From an optimization exercise on the open Yosys and OpenROAD flow, aimed at small area; shortcuts taken in it are not production practice.
Only simulation tests tie the RTL to the original design; equivalence was not proved.

## flow/design.v (module list and top-level ports; edited modules follow where they fit)
// module HD63701_Core: 8193 lines
module HD63701_Core(CLKx2, RST, NMI, IRQ, IRQ2_TIM, IRQ2_SCI, RW, AD, DO, DI);
  // ...
==> flow/run.sh <==
#!/bin/bash
# synth_recipe.tcl (not shown) runs the flow's synth.tcl, then flattens the netlist and writes it again
# the make line also repeats each setting of config.mk as NAME=value (left out here)
make -C /OpenROAD-flow-scripts/flow DESIGN_CONFIG=/design/flow/config.mk WORK_HOME=/design/flow/orfs CLKGATE_MAP_FILE= SYNTH_SCRIPT=/design/flow/synth_recipe.tcl finish
==> flow/config.mk <==
export PLATFORM = sky130hd
export DESIGN_NAME = HD63701_Core
export DESIGN_NICKNAME = HD63701_Core
export VERILOG_FILES = /design/flow/design.v
export SDC_FILE = /design/flow/constraint.sdc
export NUM_CORES = 4
export LEC_CHECK = 0
export ABC_AREA = 1
export CAP_MARGIN = 30
export CORE_MARGIN = 2
export CORE_UTILIZATION = 55
export SLEW_MARGIN = 20
export SYNTH_MEMORY_MAX_BITS = 65536
==> flow/constraint.sdc <==
create_clock -name core_clock -period 13.0 [get_ports {CLKx2}]
set_input_delay 2.6000 -clock core_clock [delete_from_list [all_inputs] [get_ports {CLKx2}]]
set_output_delay 2.6000 -clock core_clock [all_outputs]
set_load 0.01 [all_outputs]
==> reports/qor.yml, run 1 <==
status:
  status: "stopped before the end"
  stop_stage: "5_1_grt"
  firstError: "[ERROR GRT-0116] Global routing finished with congestion. Check the congestion regions in the DRC Viewer."
synth:
  synth_xor_area_frac: 0.0135
  ys_async_sr_fraction: 0.812
  synth-compound-area-share: 0.296
  syn_inst: 2938
  avgSynthCellArea_um2: 6.19
  synth_common_cells: "nand2_1, inv_1, nor2_1"
  synth_top_family_by_area: "simple AND/OR/NAND/NOR gates"
  synth_top_area_frac: 0.171
  synthTopCellsByArea: "dfrtp_1, nand2_1, inv_1, nor2_1, o21ai_0"
  ys_seq_elements: 154
  muxShareOfSynthArea: 0
  synth_nets: 3026
  synthAdderAreaFrac: 0.0579
  synth_most_common_cell: "nand2_1"
  yosys_warnings: 1
placement:
  dp_hpwl_um: 80000
  dp.cells: 3375
  place_congestion: 1.36
  dpl_worst_slack_ns: 2.41
  place.port_buffers: 38
  postPlaceCellArea_um2: 19000
die:
  ioPinCount: 39
  num_rows: 66
  initial_core_util: 0.559
  die_x_um: 186
  die_h_um: 186
clocking:
  cts-resized-gates: 0
  htree_num_levels: 4
  post_cts_buffers: 0
  clk_path_buf_depth: 2
  numCtsBuffers: 17
  holdBufCountCts: 0
global_route:
  grt_max_degree: 71
==> inputs of run 2 (changes only) <==
--- a/flow/config.mk
+++ b/flow/config.mk
@@ -8,6 +8,6 @@
 export ABC_AREA = 1
 export CAP_MARGIN = 30
 export CORE_MARGIN = 2
-export CORE_UTILIZATION = 55
+export CORE_UTILIZATION = 40
 export SLEW_MARGIN = 20
 export SYNTH_MEMORY_MAX_BITS = 65536
==> run 2 against run 1 <==
  * Now clean on timing, DRC and antenna
  * Synthesized cell count unchanged
  * Area after synthesis is the same
==> reports/qor.yml, run 2 <==
synth:
  synth_top_area_frac: 0.171  # unchanged
  synth_most_common_cell: "nand2_1"  # unchanged
  synth_edf_count: 2  # unchanged
  synth_common_cells: "nand2_1, inv_1, nor2_1"  # unchanged
  ys_async_sr_fraction: 0.812  # unchanged
  ys_seq_elements: 154  # unchanged
  synthTopCellsByArea: "dfrtp_1, nand2_1, inv_1, nor2_1, o21ai_0"  # unchanged
  syn_inst: 2938  # unchanged
  syn-cell-area_um2: 18200  # unchanged
  avgSynthCellArea_um2: 6.19  # unchanged
  synth_nets: 3026  # unchanged
  yosys_warnings: 1  # unchanged
  synth.yosys.seq_area_share: 0.205  # unchanged
  ys.flop_type: "dfrtp_1"  # unchanged
  synth_area_leader_cell: "dfrtp_1"  # unchanged
  ys_types: 75  # unchanged
clocking:
  cts-resized-gates: 0  # unchanged
  cts_tree: "yes"
  clkLatencyLatePin_ns: 0.50
  clk_path_buf_depth: 2  # unchanged
  clk_pin_slew_worst_paths_ns: 0.08
  post_cts_buffers: 0  # unchanged
  cts.sink_count: 154  # unchanged
  root_buffer: "clkbuf_16"  # unchanged
  htree_num_levels: 4  # unchanged
  holdBufCountCts: 0  # unchanged
  numCtsBuffers: 17  # unchanged
route:
  vias_per_cell: 7.30
  vias: 26200
  drtPass1Iterations: 14
  drt-total-wl_um: 133000
  drc: 0
  initialDrtViolationCount: 5621
  postRouteAntennaNets: 0
  avgRoutedWirePerCell_um: 37.0
final_layout:
  seq_area_um2: 3730
  drive_above_1_share: 0.0788
  n_fill_cell: 4769
  area_growth_pct: 10.2
  final_common_cell: "nand2_1"
  multi_input_area_um2: 12200
  finalInstanceArea_um2: 20000
  nNetsFinal: 3057
  final_cell_mix: "nand2_1, inv_1, nor2_1"
setup_path:
  path_class: "register to primary output"
  crit_chain: "inv_1 -> nor2_1 -> inv_1 -> o21ai_0 -> a31oi_1 -> ha_1 -> fa_1 -> fa_1 -> fa_1 -> fa_1 -> fa_1 -> fa_1 -> fa_1 -> fa_1 -> fa_1 -> fa_1 -> fa_1 -> inv_1 -> fa_1 -> fa_1 -> fa_1 -> xor2_1 -> xor2_1 -> clkdlybuf4s50_1"
  arrival_ns: 8.75
  required_ns: 10.40
  path_buf_inv: 4
  reg2reg_from: "EXEC.ALU.cf[1]"
  worstSetupEndpointType: "primary output"
  cp-start-kind: "register"
  critical_path.max_stage_delay_ns: 0.55
  crit_slowest_cell: "clkdlybuf4s50_1"
  crit_fanout: 14
  crit_path_frequent_cell: "fa_1"
  reg2reg_depth: 57
  crit_family: "adder cells"
  ff2ff_setup_slack_ns: 3.10
  r2r-end: "EXEC.rC_reg[2]"
timing:
  hold_viol_final: 0
  tns_ns: 0
  fin_crit_sh: 0.873
  rsz0062_at_grt: "no"
  worst_slew_pin_slew_ns: 1.25
  slew_headroom: 0.152
  slew_violations: 0
  setup_viol: 0
  skew_ns: 0.0151
  min_period_ns: 11.35
  timing.fmax_ghz: 0.0881
worst_hold_path:
  hold_path.class: "register to register"
  hp-start: "SEQ.opcode[6]"
  min_to: "SEQ.opcode[6]"
  min_path_cells: 2
global_route:
  overflow: 0
  grt_use_total: 0.562
  grt_pass1_wl_um: 187000
  antenna_found_initial: 16
  grt_pass1_vias: 24900
  grt_max_degree: 74
status:
  status: "complete, no violations"  # was stopped before the end
placement:
  postPlaceCellArea_um2: 19300  # was 19000 µm²
  place_congestion: 1.20  # was 1.36
  place.port_buffers: 38  # unchanged
  dp_hpwl_um: 99100  # was 80000 µm
die:
  core-area_um2: 45100
  num_rows: 78  # was 66
  initial_core_util: 0.403  # was 0.559
  die_h_um: 217  # was 186 µm
  die-area_um2: 47200
  ioPinCount: 39  # unchanged
  die_x_um: 217  # was 186 µm
flow_run:
  cap_viol_max_count: 0
run 2: per-stage QoR:
stage / hold WS [ns] / cells / util / worst slack (ns)
after floorplan: 0.454 / 2938 / - / 3.21
after detailed placement: 0.497 / 3541 / 0.428 / 2.31
after global routing: 0.555 / 3584 / 0.444 / 1.39
final: 0.514 / 3591 / 0.444 / 1.65
after CTS: 0.513 / 3573 / 0.441 / 1.79
after global placement: 0.486 / 3538 / 0.428 / 2.37
run 2: cell type report:
class                   count  share of cell area
multi-input cells        2198               0.610
flip-flops and latches    154               0.186
clock inverters            14             0.00818
diodes                      9             0.00112
clock buffers              18              0.0214
inverters                 509              0.0958
repair buffers             89              0.0397
well taps                 600              0.0375
run 2: how the worst max path moves through the flow:
stage,from,end,depth (start not counted)
2_1_floorplan,EXEC.NEN,AD[15],23
3_3_place_gp,EXEC.mcam[2],AD[15],24
3_5_place_dp,EXEC.mcam[1],AD[15],23
4_1_cts,EXEC.mcam[2],AD[15],24
5_1_grt,EXEC.mcam[2],AD[15],24
6_report,EXEC.mcam[2],AD[15],24
run 2: per-layer routing:
metal  vias up  track usage  share of wire
li1      10200            -              -
met1     11900        0.557           0.30
met2      2955        0.805           0.40
met3      1194        0.316           0.16
met4         6        0.573           0.14
met5         -       0.0219        0.00066
run 2: worst register-to-register path: cells and delay by family (launching register included):
| kind | cells | cell delay, ns |
|---|---|---|
| simple gates | 27 | 3.26 |
| compound gates | 10 | 1.94 |
| fa+ha+maj | 8 | 1.69 |
| buf+inv | 11 | 1.67 |
| flops | 1 | 0.62 |
| xor+xnor | 1 | 0.59 |
run 2: kinds of logic after synthesis:
| logic type | after synthesis | synth area share |
|---|---|---|
| xor+xnor | 28 | 0.0135 |
| buf+inv | 586 | 0.125 |
| flops | 154 | 0.205 |
| fa+ha+maj | 74 | 0.0579 |
| simple gates | 1239 | 0.303 |
| compound gates | 857 | 0.296 |
==> inputs of run 3 (changes only) <==
==> flow/flow/run.sh (new file) <==
#!/bin/bash
# Own flow: the standard layout (standard.sh, unchanged synthesis and
# steps), with the port buffers that placement inserts on every input and
# output made from sky130_fd_sc_hd__buf_1 instead of the default cell.
set -e
cp standard.sh std_copy.sh.log
cp config.mk config_orig.mk.log
echo 'export BUFFER_PORTS_ARGS = -buffer_cell sky130_fd_sc_hd__buf_1' >> config.mk
bash standard.sh > standard.log 2>&1
==> flow/standard.sh (new file) <==
#!/bin/bash
# synth_recipe.tcl (not shown) runs the flow's synth.tcl, then flattens the netlist and writes it again
# the make line also repeats each setting of config.mk as NAME=value (left out here)
make -C /OpenROAD-flow-scripts/flow DESIGN_CONFIG=/design/flow/config.mk WORK_HOME=/design/flow/orfs CLKGATE_MAP_FILE= SYNTH_SCRIPT=/design/flow/synth_recipe.tcl "${@:-finish}"
--- a/flow/config.mk
+++ b/flow/config.mk
@@ -9,5 +9,7 @@
 export CAP_MARGIN = 30
 export CORE_MARGIN = 2
 export CORE_UTILIZATION = 40
+export CTS_BUF_LIST = sky130_fd_sc_hd__clkbuf_8
 export SLEW_MARGIN = 20
 export SYNTH_MEMORY_MAX_BITS = 65536
+export BUFFER_PORTS_ARGS = -buffer_cell sky130_fd_sc_hd__buf_1
removed: flow/run.sh
==> run 3 against run 2 <==
  * Still clean
  * Wire length decreased by 5.2%
  * Worst hold slack improved by 0.015 ns
  * Global-route usage decreased by 3.3 points
  * Area after synthesis unchanged
  * First-iteration DRC count decreased by 9.9%
  * Via count decreased by 2.7%
  * Clock skew increased by 0.021 ns
  * Register-to-register slack improved by 0.44 ns
  * Critical path depth decreased by 1
  * Non-clock buffer count decreased by 16
  * Critical path type unchanged
  * Critical endpoint unchanged
  * Highest routed layer unchanged
==> reports/qor.yml, run 3 <==
setup_path:
  reg2reg_depth: 56  # was 57
  crit_slowest_cell: "fa_1"  # was clkdlybuf4s50_1
  critical_path.max_stage_delay_ns: 0.46  # was 0.55 ns
  crit_path_frequent_cell: "fa_1"  # unchanged
  crit_fanout: 14  # unchanged
  cp-start-kind: "register"  # unchanged
  worstSetupEndpointType: "primary output"  # unchanged
  path_class: "register to primary output"  # unchanged
  crit_chain: "nor2_1 -> inv_1 -> o21ai_0 -> a31oi_1 -> ha_1 -> fa_1 -> fa_1 -> fa_1 -> fa_1 -> fa_1 -> fa_1 -> fa_1 -> fa_1 -> fa_1 -> fa_1 -> fa_1 -> inv_1 -> fa_1 -> fa_1 -> fa_1 -> xor2_1 -> xor2_1 -> buf_1"  # was inv_1 -> nor2_1 -> inv_1 -> o21ai_0 -> a31oi_1 -> ha_1 -> fa_1 -> fa_1 -> fa_1 -> fa_1 -> fa_1 -> fa_1 -> fa_1 -> fa_1 -> fa_1 -> fa_1 -> fa_1 -> inv_1 -> fa_1 -> fa_1 -> fa_1 -> xor2_1 -> xor2_1 -> clkdlybuf4s50_1
  required_ns: 10.40  # about the same
  arrival_ns: 8.17  # was 8.75 ns
timing:
  hold_viol_final: 0  # unchanged
  slew_headroom: 0.227  # was 0.152
  skew_ns: 0.0364  # was 0.0151 ns
  slew_violations: 0  # unchanged
  worst_slew_pin_slew_ns: 1.15  # was 1.25 ns
  fin_crit_sh: 0.829  # was 0.873
  timing.fmax_ghz: 0.0928  # was 0.0881 GHz
  min_period_ns: 10.77  # was 11.35 ns
  tns_ns: 0  # unchanged
  setup_viol: 0  # unchanged
  rsz0062_at_grt: "no"  # unchanged
final_layout:
  final_common_cell: "nand2_1"  # unchanged
  finalInstanceArea_um2: 19500  # was 20000 µm²
  drive_above_1_share: 0.0735  # was 0.0788
  layout.cells.non_filler: 3572  # was 3591
  final_cell_mix: "nand2_1, inv_1, nor2_1"  # unchanged
  nNetsFinal: 3041  # was 3057
  area_growth_pct: 7.09  # was 10.2%
  n_fill_cell: 4965  # was 4769
synth:
  avgSynthCellArea_um2: 6.19  # unchanged
  synth_area_leader_cell: "dfrtp_1"  # unchanged
  synth_edf_count: 2  # unchanged
  ys.flop_type: "dfrtp_1"  # unchanged
  ys_types: 75  # unchanged
  synth-compound-area-share: 0.296  # unchanged
  synth_xor_area_frac: 0.0135  # unchanged
  muxShareOfSynthArea: 0  # unchanged
  synth-simple-area-share: 0.303  # unchanged
  syn_inst: 2938  # unchanged
  synthAdderAreaFrac: 0.0579  # unchanged
  synth_top_family_by_area: "simple AND/OR/NAND/NOR gates"  # unchanged
  synth_nets: 3026  # unchanged
  ys_async_sr_fraction: 0.812  # unchanged
  ys_seq_elements: 154  # unchanged
  syn-cell-area_um2: 18200  # unchanged
  synth_top_area_frac: 0.171  # unchanged
  synth_common_cells: "nand2_1, inv_1, nor2_1"  # unchanged
  synth.yosys.seq_area_share: 0.205  # unchanged
  yosys_warnings: 1  # unchanged
  synth_most_common_cell: "nand2_1"  # unchanged
  synthTopCellsByArea: "dfrtp_1, nand2_1, inv_1, nor2_1, o21ai_0"  # unchanged
die:
  die-area_um2: 47200  # unchanged
  ioPinCount: 39  # unchanged
  num_rows: 78  # unchanged
  die_h_um: 217  # unchanged
  initial_core_util: 0.403  # unchanged
  core-area_um2: 45100  # unchanged
  die_x_um: 217  # unchanged
route:
  avgRoutedWirePerCell_um: 35.3  # was 37.0 µm
  drc: 0  # unchanged
  postRouteAntennaNets: 0  # unchanged
  drtPass1Iterations: 10  # was 14
  drt-total-wl_um: 126000  # was 133000 µm
  vias_per_cell: 7.15  # was 7.30
  vias: 25500  # was 26.2k
  initialDrtViolationCount: 5066  # was 5621
status:
  status: "complete, no violations"  # unchanged
clocking:
  numCtsBuffers: 17  # unchanged
  cts.sink_count: 154  # unchanged
  cts-resized-gates: 0  # unchanged
  clk_pin_slew_worst_paths_ns: 0.12  # was 0.08 ns
  holdBufCountCts: 0  # unchanged
  root_buffer: "clkbuf_8"  # was clkbuf_16
  clk_path_buf_depth: 2  # unchanged
  clkLatencyLatePin_ns: 0.60  # was 0.50 ns
  htree_num_levels: 4  # unchanged
  post_cts_buffers: 0  # unchanged
  cts_tree: "yes"  # unchanged
placement:
  postPlaceCellArea_um2: 19000  # was 19300 µm²
  dp.cells: 3533  # was 3541
  dp_hpwl_um: 94700  # was 99100 µm
  place.port_buffers: 38  # unchanged
  place_congestion: 1.23  # was 1.20
worst_hold_path:
  min_path_cells: 2  # unchanged
  hold_path.class: "register to register"  # unchanged
flow_run:
  cap_viol_max_count: 0  # unchanged
global_route:
  antenna_found_initial: 10  # was 16
  grt_pass1_vias: 23900  # was 24.9k
  grt_max_degree: 64  # was 74
  grt_pass1_wl_um: 177000  # was 187000 µm
  overflow: 0  # unchanged
  grt_use_total: 0.529  # was 0.562
## run 3: cell count changes in the layout (fill, tap and decap cells not counted), moves of 5 or more
cell and change:
buf_4 -9, buf_1 +38, clkbuf_8 +17, clkbuf_16 -17
clkdlybuf4s50_1 -38, inv_8 +5
## run 3: path summary, 6_finish.rpt
path,start,end,slack [ns]
max,EXEC.mcam[1],AD[15],2.23
min,SEQ.ST[4],SEQ.ST[4],0.53
min in group asynchronous,RST,EXEC.rE[4],2.10
min reg2reg,SEQ.ST[4],SEQ.ST[4],0.53
max in group asynchronous,RST,EXEC.rE[11],9.42
max reg2reg,EXEC.ALU.cf[1],EXEC.rC_reg[2],3.54
## run 3: through the flow
stage	hold slack [ns]	utilization	setup WS [ns]
final	0.529	0.432	2.23
after detailed placement	0.504	0.421	2.91
after global routing	0.551	0.432	1.83
after floorplan	0.454	-	3.21
after global placement	0.488	0.421	2.94
after CTS	0.532	0.431	2.26
## run 3: metal layers
metal | vias up | GRT usage | routed length [µm]
met5 | - | 0.0167 | 152
met1 | 11700 | 0.558 | 39000
met2 | 2708 | 0.775 | 50700
met3 | 986 | 0.234 | 19700
met4 | 4 | 0.520 | 16400
li1 | 10200 | - | -
## run 3: kinds of logic after synthesis
kind of cell,count (synthesis)
flops,154
xor+xnor,28
buf+inv,586
fa+ha+maj,74
simple gates,1239
compound gates,857
## run 3: final cells by class
class / count / area (µm²) / area share
clock inverter: 15 / 199 / 0.0102
sequential: 154 / 3730 / 0.192
timing repair buffer: 73 / 410 / 0.0211
tap: 600 / 751 / 0.0385
clock buffer: 17 / 234 / 0.0120
multi-input combinational: 2198 / 12200 / 0.627
antenna: 6 / 15.0 / 0.000771
inverter: 509 / 1920 / 0.0986
## run 3: worst max-delay path: cells and delay by family, from the launching register on
kind,cells,cell delay (ns)
AO/OA/AOI/OAI,2,0.29
XOR/XNOR,2,0.32
adder cells (fa/ha/maj),15,5.69
buffers and inverters,3,0.52
flip-flops,1,0.44
AND/OR/NAND/NOR,1,0.33
==> inputs of run 4 (changes only) <==
==> flow/flow/run.sh (replaced) <==
#!/bin/bash
# Own flow: the standard layout (standard.sh) with three changes:
#  - the combinational cells of the standard synthesis are re-mapped with
#    ABC's area mapper (flow/remap.sh); every flip-flop of the standard
#    synthesis is kept as it is (same instances, names and cell types) and
#    its output net keeps its name (flow/fixq.py);
#  - the port buffers that placement puts on every input and output are
#    sky130_fd_sc_hd__buf_1;
#  - clock tree synthesis uses sky130_fd_sc_hd__clkbuf_8 and no dummy loads.
# Each tool's output goes to a log file in this folder.
set -euo pipefail
R=orfs/results/sky130hd/HD63701_Core/base
LIB=${FLOW_HOME:-/OpenROAD-flow-scripts/flow}/platforms/sky130hd/lib/sky130_fd_sc_hd__tt_025C_1v80.lib
cat >> config.mk <<'EOC'
export BUFFER_PORTS_ARGS = -buffer_cell sky130_fd_sc_hd__buf_1
export CTS_ARGS = -sink_clustering_enable -repair_clock_nets -buf_list sky130_fd_sc_hd__clkbuf_8 -dont_use_dummy_load
EOC
bash standard.sh synth > standard_synth.log 2>&1
cp $R/1_2_yosys.v standard_1_2_yosys.v.log
bash flow/remap.sh $R/1_2_yosys.v remap_raw.v "$LIB" > remap.log 2>&1
python3 flow/fixq.py $R/1_2_yosys.v remap_raw.v remapped.v > fixq.log 2>&1
cp remapped.v $R/1_2_yosys.v
rm -f $R/1_synth.odb $R/1_synth.sdc
bash standard.sh > standard_finish.log 2>&1
==> flow/flow/fixq.py (new file) <==
#!/usr/bin/env python3
# usage: fixq.py orig.v remapped.v out.v
# Gives every flip-flop's output net in the remapped netlist the name it had
# in the original netlist (flip-flop instance names are already the same).
import re, sys
def flops(txt):
    d={}
    for m in re.finditer(r'(sky130_fd_sc_hd__(?:df|edf)\w*)\s+(\S+)\s*\((.*?)\);', txt, re.S):
        pins=dict((p,n) for p,n in re.findall(r'\.(\w+)\(([^()]*)\)', m.group(3)))
        d[m.group(2)]=(m.group(1), pins)
    return d
a=open(sys.argv[1]).read(); b=open(sys.argv[2]).read()
fa=flops(a); fb=flops(b)
assert set(fa)==set(fb), 'flop sets differ'
ren={}
for k in fa:
    assert fa[k][0]==fb[k][0], 'cell type differs for '+k
    for pin in ('Q','Q_N'):
        if pin in fa[k][1]:
            qa=fa[k][1][pin].strip(); qb=fb[k][1][pin].strip()
            if qa!=qb: ren[qb]=qa
def tok(n): return n+' ' if n.startswith('\\') else n
for qb,qa in ren.items():
    if re.search(re.escape(tok(qa)), b): print('warning: name in use', qa)
for qb,qa in ren.items():
    if qb.startswith('\\'):
        b=b.replace(qb+' ', qa+(' ' if qa.startswith('\\') else ''))
    else:
        b=re.sub(r'(?<![\w$\\])'+re.escape(qb)+r'(?![\w$])', qa, b)
open(sys.argv[3],'w').write(b)
print('renamed', len(ren), 'flop outputs')
==> flow/flow/remap.sh (new file) <==
#!/bin/bash
# usage: remap.sh in.v out.v LIB
# Re-maps the combinational cells of the standard synthesis netlist with
# ABC's area mapper (strash; dch -f; map -a).  Flip-flop cells and their
# instance names are kept exactly as the standard synthesis made them.
set -euo pipefail
IN=$1; OUT=$2; LIB=$3
YOSYS=$(command -v yosys || echo /OpenROAD-flow-scripts/tools/install/yosys/bin/yosys)
DONT="-dont_use sky130_fd_sc_hd__probe_p_8 -dont_use sky130_fd_sc_hd__probec_p_8 -dont_use sky130_fd_sc_hd__lpflow_*"
printf "strash\ndch -f\nmap -a\ntopo\n" > $OUT.abc
$YOSYS -l $OUT.yosys.log -p "
read_liberty -ignore_miss_func $LIB
read_verilog $IN
hierarchy -top HD63701_Core
blackbox sky130_fd_sc_hd__df* sky130_fd_sc_hd__edf*
flatten
opt -purge
abc -liberty $LIB $DONT -script $OUT.abc
opt_clean -purge
hilomap -singleton -hicell sky130_fd_sc_hd__conb_1 HI -locell sky130_fd_sc_hd__conb_1 LO
insbuf -buf sky130_fd_sc_hd__buf_4 A X
splitnets
opt_clean -purge
stat -liberty $LIB
write_verilog -noattr -nohex -nodec $OUT
" > /dev/null
--- a/flow/config.mk
+++ b/flow/config.mk
@@ -9,7 +9,7 @@
 export CAP_MARGIN = 30
 export CORE_MARGIN = 2
 export CORE_UTILIZATION = 40
-export CTS_BUF_LIST = sky130_fd_sc_hd__clkbuf_8
 export SLEW_MARGIN = 20
 export SYNTH_MEMORY_MAX_BITS = 65536
 export BUFFER_PORTS_ARGS = -buffer_cell sky130_fd_sc_hd__buf_1
+export CTS_ARGS = -sink_clustering_enable -repair_clock_nets -buf_list sky130_fd_sc_hd__clkbuf_8 -dont_use_dummy_load
==> run 4 against run 3 <==
  * Cell area is 3.6% lower
  * First-iteration DRC count up 15%
  * Area after synthesis is 6.3% lower
  * Worst hold slack better by 0.0062 ns
  * Critical endpoint is now AD[14]
  * Non-clock buffer count rose by 46
  * Die area shrank 6.2%
  * Worst setup slack better by 0.62 ns
  * Highest routed layer unchanged
  * Largest cell class unchanged
  * Maximum frequency is 6.1% higher
  * Global-route usage grew 1.1 points
==> reports/qor.yml, run 4 <==
timing:
  fin_crit_sh: 0.781  # was 0.829
  skew_ns: 0.0359  # was 0.0364 ns
  hold_viol_final: 0  # unchanged
  tns_ns: 0  # unchanged
  setup_viol: 0  # unchanged
  rsz0062_at_grt: "no"  # unchanged
  slew_headroom: 0.205  # was 0.227
  timing.fmax_ghz: 0.0985  # was 0.0928 GHz
  min_period_ns: 10.15  # was 10.77 ns
  worst_slew_pin_slew_ns: 1.19  # was 1.15 ns
  slew_violations: 0  # unchanged
clocking:
  post_cts_buffers: 0  # unchanged
  clk_pin_slew_worst_paths_ns: 0.08  # was 0.12 ns
  root_buffer: "clkbuf_8"  # unchanged
  cts-resized-gates: 0  # unchanged
  numCtsBuffers: 17  # unchanged
  cts_tree: "yes"  # unchanged
  htree_num_levels: 4  # unchanged
  clkLatencyLatePin_ns: 0.52  # was 0.60 ns
  clk_path_buf_depth: 2  # unchanged
  cts.sink_count: 154  # unchanged
  holdBufCountCts: 0  # unchanged
placement:
  dp_hpwl_um: 97700  # was 94700 µm
  place_congestion: 1.26  # was 1.23
  place.port_buffers: 38  # unchanged
  dp.cells: 3530  # was 3533
route:
  drtPass1Iterations: 12  # was 10
  avgRoutedWirePerCell_um: 34.6  # was 35.3 µm
  vias: 26400  # was 25.5k
  postRouteAntennaNets: 0  # unchanged
  drc: 0  # unchanged
  drt-total-wl_um: 123000  # was 126000 µm
  initialDrtViolationCount: 5836  # was 5066
  vias_per_cell: 7.41  # was 7.15
final_layout:
  multi_input_area_um2: 11300  # was 12200 µm²
  seq_area_um2: 3730  # unchanged
  area_growth_pct: 10.2  # was 7.09%
  final_common_cell: "nor2_1"  # was nand2_1
  nNetsFinal: 3026  # was 3041
  n_fill_cell: 4510  # was 4965
  drive_above_1_share: 0.0425  # was 0.0735
  final_cell_mix: "nor2_1, clkinv_1, nand2_1"  # was nand2_1, inv_1, nor2_1
  layout.cells.non_filler: 3563  # was 3572
global_route:
  grt_pass1_vias: 23600  # was 23.9k
  grt_pass1_wl_um: 170000  # was 177000 µm
  grt_busiest_layer: "met1"  # was met2
  overflow: 0  # unchanged
  use_met1: 0.686  # was 0.558
  use_met2: 0.669  # was 0.775
  antenna_found_initial: 7  # was 10
  grt_use_total: 0.540  # was 0.529
  grt_max_degree: 67  # was 64
  grtUsageMet3: 0.373  # was 0.234
setup_path:
  r2r-end: "EXEC.rC_reg[1]"  # was EXEC.rC_reg[2]
  critical_path.max_stage_delay_ns: 0.65  # was 0.46 ns
  crit_fanout: 14  # unchanged
  reg2reg_from: "EXEC.ALU.cf[2]"  # was EXEC.ALU.cf[1]
  cp-start-kind: "register"  # unchanged
  reg2reg_depth: 50  # was 56
  worstSetupEndpointType: "primary output"  # unchanged
  path_class: "register to primary output"  # unchanged
  crit_path_frequent_cell: "nor2_1"  # was fa_1
  arrival_ns: 7.55  # was 8.17 ns
  ff2ff_setup_slack_ns: 3.29  # was 3.54 ns
  crit_slowest_cell: "nor2_1"  # was fa_1
  required_ns: 10.40  # about the same
synth:
  yosys_warnings: 1  # unchanged
  syn-cell-area_um2: 17000  # was 18200 µm²
  avgSynthCellArea_um2: 5.93  # was 6.19 µm²
  synth_nets: 2888  # was 3026
  syn_inst: 2874  # was 2938
worst_hold_path:
  min_to: "SEQ.opcode[0]"  # was SEQ.ST[4]
  hold_path.class: "register to register"  # unchanged
  hp-start: "SEQ.opcode[0]"  # was SEQ.ST[4]
  min_path_cells: 2  # unchanged
die:
  initial_core_util: 0.406  # was 0.403
  die-area_um2: 44200  # was 47200 µm²
  die_x_um: 210  # was 217 µm
  num_rows: 75  # was 78
  ioPinCount: 39  # unchanged
  die_h_um: 210  # was 217 µm
  core-area_um2: 41900  # was 45100 µm²
status:
  status: "complete, no violations"  # unchanged
flow_run:
  cap_viol_max_count: 0  # unchanged
[run 4: cell count changes in the layout (fill, tap and decap cells not counted), moves of 30 or more]
cell,change
inv_1,-458
a21oi_1,+66
inv_2,-39
nor2_1,+245
clkinv_1,+526
o22ai_1,-42
ha_1,-57
nand2_1,-194
buf_4,+44
nor2_2,-30
a22oi_1,+65
nand3_1,-38
[run 4: final cells by class]
type                            instances  area share
Multi-Input combinational cell       2184       0.603
Clock buffer                           17      0.0125
Sequential cell                       154       0.199
Timing Repair Buffer                  119      0.0401
Tap cell                              539      0.0359
Antenna cell                           14     0.00187
Inverter                              536       0.107
[run 4: worst max path at each step]
stage | slack, ns | to | startpoint
3_3_place_gp | 3.49 | EXEC.rC_reg[1] | DI[0]
6_report | 2.85 | AD[14] | EXEC.mcam[2]
4_1_cts | 3.08 | AD[14] | EXEC.mcam[2]
2_1_floorplan | 4.48 | EXEC.rC_reg[1] | DI[0]
5_1_grt | 2.14 | AD[14] | EXEC.mcam[2]
3_5_place_dp | 3.13 | EXEC.rC_reg[1] | DI[0]
[run 4: critical path: cells and delay by family, from the launching register on]
kind,cells,cell delay (ns)
AND/OR/NAND/NOR,22,3.89
buffers and inverters,9,1.67
AO/OA/AOI/OAI,8,1.01
XOR/XNOR,1,0.17
flip-flops,1,0.38
[run 4: per-layer routing]
metal  share of wire  up-vias
li1                -    10400
met1            0.37    12100
met2            0.34     2984
met3            0.21      835
met4           0.076       14
met5          0.0022        -
[run 4: through the flow]
stage / util / cell area (µm²) / hold slack [ns] / setup WS [ns]
after floorplan: - / 17000 / 0.468 / 4.48
after global routing: 0.447 / 18700 / 0.558 / 2.14
after global placement: 0.440 / 18400 / 0.513 / 3.49
after detailed placement: 0.441 / 18500 / 0.518 / 3.13
final: 0.448 / 18800 / 0.535 / 2.85
after CTS: 0.446 / 18700 / 0.534 / 3.08
==> inputs of run 5 (changes only) <==
--- a/flow/flow/run.sh
+++ b/flow/flow/run.sh
@@ -1,7 +1,7 @@
 #!/bin/bash
 # Own flow: the standard layout (standard.sh) with three changes:
 #  - the combinational cells of the standard synthesis are re-mapped with
-#    ABC's area mapper (flow/remap.sh); every flip-flop of the standard
+#    ABC's &nf mapper with area recovery (flow/remap.sh); every flip-flop of the standard
 #    synthesis is kept as it is (same instances, names and cell types) and
 #    its output net keeps its name (flow/fixq.py);
 #  - the port buffers that placement puts on every input and output are
--- a/flow/flow/remap.sh
+++ b/flow/flow/remap.sh
@@ -1,13 +1,13 @@
 #!/bin/bash
 # usage: remap.sh in.v out.v LIB
 # Re-maps the combinational cells of the standard synthesis netlist with
-# ABC's area mapper (strash; dch -f; map -a).  Flip-flop cells and their
+# ABC's &nf mapper with area recovery, twice over.  Flip-flop cells and their
 # instance names are kept exactly as the standard synthesis made them.
 set -euo pipefail
 IN=$1; OUT=$2; LIB=$3
 YOSYS=$(command -v yosys || echo /OpenROAD-flow-scripts/tools/install/yosys/bin/yosys)
 DONT="-dont_use sky130_fd_sc_hd__probe_p_8 -dont_use sky130_fd_sc_hd__probec_p_8 -dont_use sky130_fd_sc_hd__lpflow_*"
-printf "strash\ndch -f\nmap -a\ntopo\n" > $OUT.abc
+printf "&get -n\n&dch -f\n&nf -R 1000\n&put\nstrash\n&get -n\n&dch -f\n&nf -R 1000\n&put\ntopo\n" > $OUT.abc
 $YOSYS -l $OUT.yosys.log -p "
 read_liberty -ignore_miss_func $LIB
 read_verilog $IN
--- a/flow/config.mk
+++ b/flow/config.mk
@@ -8,7 +8,8 @@
 export ABC_AREA = 1
 export CAP_MARGIN = 30
 export CORE_MARGIN = 2
-export CORE_UTILIZATION = 40
+export CORE_UTILIZATION = 35
+export PLACE_DENSITY = 0.42
 export SLEW_MARGIN = 20
 export SYNTH_MEMORY_MAX_BITS = 65536
 export BUFFER_PORTS_ARGS = -buffer_cell sky130_fd_sc_hd__buf_1
==> run 5 against run 4 <==
  * Largest cell class unchanged
  * Synthesized cell count down 17%
  * Worst setup slack got worse by 0.56 ns
  * Maximum frequency is 5.2% lower
  * Via count down 8.2%
  * Sequential share of layout area increased by 0.50 points
  * Clock-buffer cell count did not move
==> reports/qor.yml, run 5 <==
setup_path:
  crit_family: "compound AO/OA/AOI/OAI gates"  # was simple AND/OR/NAND/NOR gates
  endpoint: "EXEC.rC_reg[1]"  # was AD[14]
  critical_path_depth: 39  # was 40
  path_buf_inv: 2  # was 9
  arrival_ns: 11.17  # was 7.55 ns
  path_class: "input port to register"  # was register to primary output
  reg2reg_from: "EXEC.ALU.cf[5]"  # was EXEC.ALU.cf[2]
  reg2reg_depth: 44  # was 50
  cp-start-kind: "input port"  # was register
  ff2ff_setup_slack_ns: 2.66  # was 3.29 ns
  worstSetupEndpointType: "register"  # was primary output
  crit_fanout: 9  # was 14
  cp-startpoint: "DI[0]"  # was EXEC.mcam[2]
  crit_slowest_cell: "a211oi_1"  # was nor2_1
  r2r-end: "EXEC.rC_reg[1]"  # unchanged
  crit_path_frequent_cell: "o21ai_0"  # was nor2_1
  critical_path.max_stage_delay_ns: 0.85  # was 0.65 ns
  required_ns: 13.46  # was 10.40 ns
die:
  die-area_um2: 47900  # was 44200 µm²
  die_x_um: 219  # was 210 µm
  die_h_um: 219  # was 210 µm
  ioPinCount: 39  # unchanged
  num_rows: 78  # was 75
  core-area_um2: 45500  # was 41900 µm²
  initial_core_util: 0.356  # was 0.406
route:
  avgRoutedWirePerCell_um: 38.4  # was 34.6 µm
  drtPass1Iterations: 14  # was 12
  vias_per_cell: 7.64  # was 7.41
  vias: 24200  # was 26.4k
  postRouteAntennaNets: 0  # unchanged
  drt-total-wl_um: 122000  # was 123000 µm
  drc: 0  # unchanged
  initialDrtViolationCount: 5235  # was 5836
synth:
  syn_inst: 2394  # was 2874
  syn-cell-area_um2: 16200  # was 17000 µm²
  avgSynthCellArea_um2: 6.75  # was 5.93 µm²
  synth_nets: 2408  # was 2888
  yosys_warnings: 1  # unchanged
clocking:
  clk_pin_slew_worst_paths_ns: 0.10  # was 0.08 ns
  clk_path_buf_depth: 2  # unchanged
  htree_num_levels: 4  # unchanged
  post_cts_buffers: 0  # unchanged
  cts.sink_count: 154  # unchanged
  cts-resized-gates: 0  # unchanged
  holdBufCountCts: 0  # unchanged
  numCtsBuffers: 17  # unchanged
  root_buffer: "clkbuf_8"  # unchanged
  clkLatencyLatePin_ns: 0.57  # was 0.52 ns
  cts_tree: "yes"  # unchanged
timing:
  hold_viol_final: 0  # unchanged
  timing.hold.ws_ns: 0.575  # was 0.535 ns
  slew_headroom: 0.277  # was 0.205
  tns_ns: 0  # unchanged
  setup_ws_ns: 2.29  # was 2.85 ns
  timing.fmax_ghz: 0.0934  # was 0.0985 GHz
  slew_violations: 0  # unchanged
  rsz0062_at_grt: "no"  # unchanged
  setup_viol: 0  # unchanged
  skew_ns: 0.0403  # was 0.0359 ns
  worst_slew_pin_slew_ns: 1.06  # was 1.19 ns
  min_period_ns: 10.71  # was 10.15 ns
  fin_crit_sh: 0.824  # was 0.781
global_route:
  grt_use_total: 0.505  # was 0.540
  grt_pass1_vias: 22600  # was 23.6k
  grt_pass1_wl_um: 172000  # was 170000 µm
  antenna_found_initial: 14  # was 7
  overflow: 0  # unchanged
  grt_max_degree: 62  # was 67
placement:
  dp_hpwl_um: 89000  # was 97700 µm
  place_congestion: 1.12  # was 1.26
  dpl_worst_slack_ns: 2.13  # was 3.13 ns
  place.port_buffers: 38  # unchanged
  dp.cells: 3138  # was 3530
final_layout:
  layout.cells.non_filler: 3172  # was 3563
  nNetsFinal: 2577  # was 3026
  n_fill_cell: 4905  # was 4510
  drive_above_1_share: 0.0613  # was 0.0425
  area_growth_pct: 13.3  # was 10.2%
  final_cell_mix: "nand2_1, nor2_1, o21ai_0"  # was nor2_1, clkinv_1, nand2_1
  multi_input_area_um2: 12400  # was 11300 µm²
  final_common_cell: "nand2_1"  # was nor2_1
  seq_area_um2: 3730  # unchanged
status:
  status: "complete, no violations"  # unchanged
worst_hold_path:
  hold_path.class: "register to register"  # unchanged
flow_run:
  cap_viol_max_count: 0  # unchanged
==> run 5: routing by layer <==
layer  part of all wire  GRT usage  routed length (µm)  up-vias
met3               0.13      0.193               16200      889
met4               0.12      0.455               14300        6
met1               0.33      0.545               39800    11300
met2               0.42      0.767               51600     2374
met5            0.00033          0                  40        -
li1                   -          -                   -     9643
==> run 5: through the flow <==
stage | utilization | area, µm²
after global routing | 0.402 | 18300
final | 0.403 | 18300
after CTS | 0.401 | 18200
after detailed placement | 0.395 | 18000
after floorplan | - | 16200
after global placement | 0.394 | 17900
==> run 5: final cells by class <==
type | count | share of cell area
diodes | 11 | 0.00150
clock buffers | 17 | 0.0128
inverters | 54 | 0.0113
multi-input cells | 2186 | 0.675
flip-flops and latches | 154 | 0.204
well taps | 600 | 0.0410
repair buffers | 150 | 0.0546
==> run 5: worst min path at each step <==
stage	start	to	cells after the start
2_1_floorplan	EXEC.vect[0]	EXEC.vect[0]	2
3_3_place_gp	SEQ.ST[0]	SEQ.ST[0]	2
3_5_place_dp	EXEC.vect[0]	EXEC.vect[0]	2
4_1_cts	EXEC.vect[0]	EXEC.vect[0]	2
5_1_grt	EXEC.vect[0]	EXEC.vect[0]	2
6_report	EXEC.mcam[0]	EXEC.mcam[0]	2
==> run 5: worst min-delay path, cell delays in order (launching register included) <==
cell      delay, ns
dfrtp_1        0.41
clkinv_1       0.07
a21oi_1        0.06

-- afterwards: timing with drivers on the ports --
The flow's constraints put no driver on any port. The routed layouts listed below were extracted and timed again, unchanged, in two steps. Step 1 (the two cells are an assumption about what drives the block):
set clk [get_ports {CLKx2}]
set_driving_cell -lib_cell sky130_fd_sc_hd__clkbuf_16 $clk
set_driving_cell -lib_cell sky130_fd_sc_hd__buf_2 [delete_from_list [all_inputs] $clk]
Step 2 adds t to the input delays and takes it off the output delays; t is the mean of the earliest and latest rising clock arrival at the registers after step 1. Input paths then give back, and output paths get back, about the clock's delay inside the block. Slacks: no drivers / after step 1 / after step 2; pairs: no drivers / after step 1.
run | t (ns) | slack for setup (ns) | worst hold slack (ns) | worst register clock-pin slew, ns | worst data-port slew with drivers (ns)
run 2 | 0.550 | 1.646 / 1.587 / 2.137 | 0.514 / 0.514 / 0.514 | 0.08 / 0.08 | 0.07
run 3 | 0.639 | 2.227 / 2.172 / 2.811 | 0.529 / 0.529 / 0.529 | 0.12 / 0.12 | 0.06
run 4 | 0.550 | 2.846 / 2.801 / 2.761 | 0.535 / 0.535 / 0.535 | 0.10 / 0.10 | 0.03
run 5 | 0.607 | 2.290 / 2.318 / 1.711 | 0.575 / 0.575 / 0.575 | 0.10 / 0.10 | 0.04
After both steps setup and hold are still met in every run listed. For run 5, which loses most, drivers alone change the setup slack by +0.028 ns; drivers and shift together by -0.579 ns.
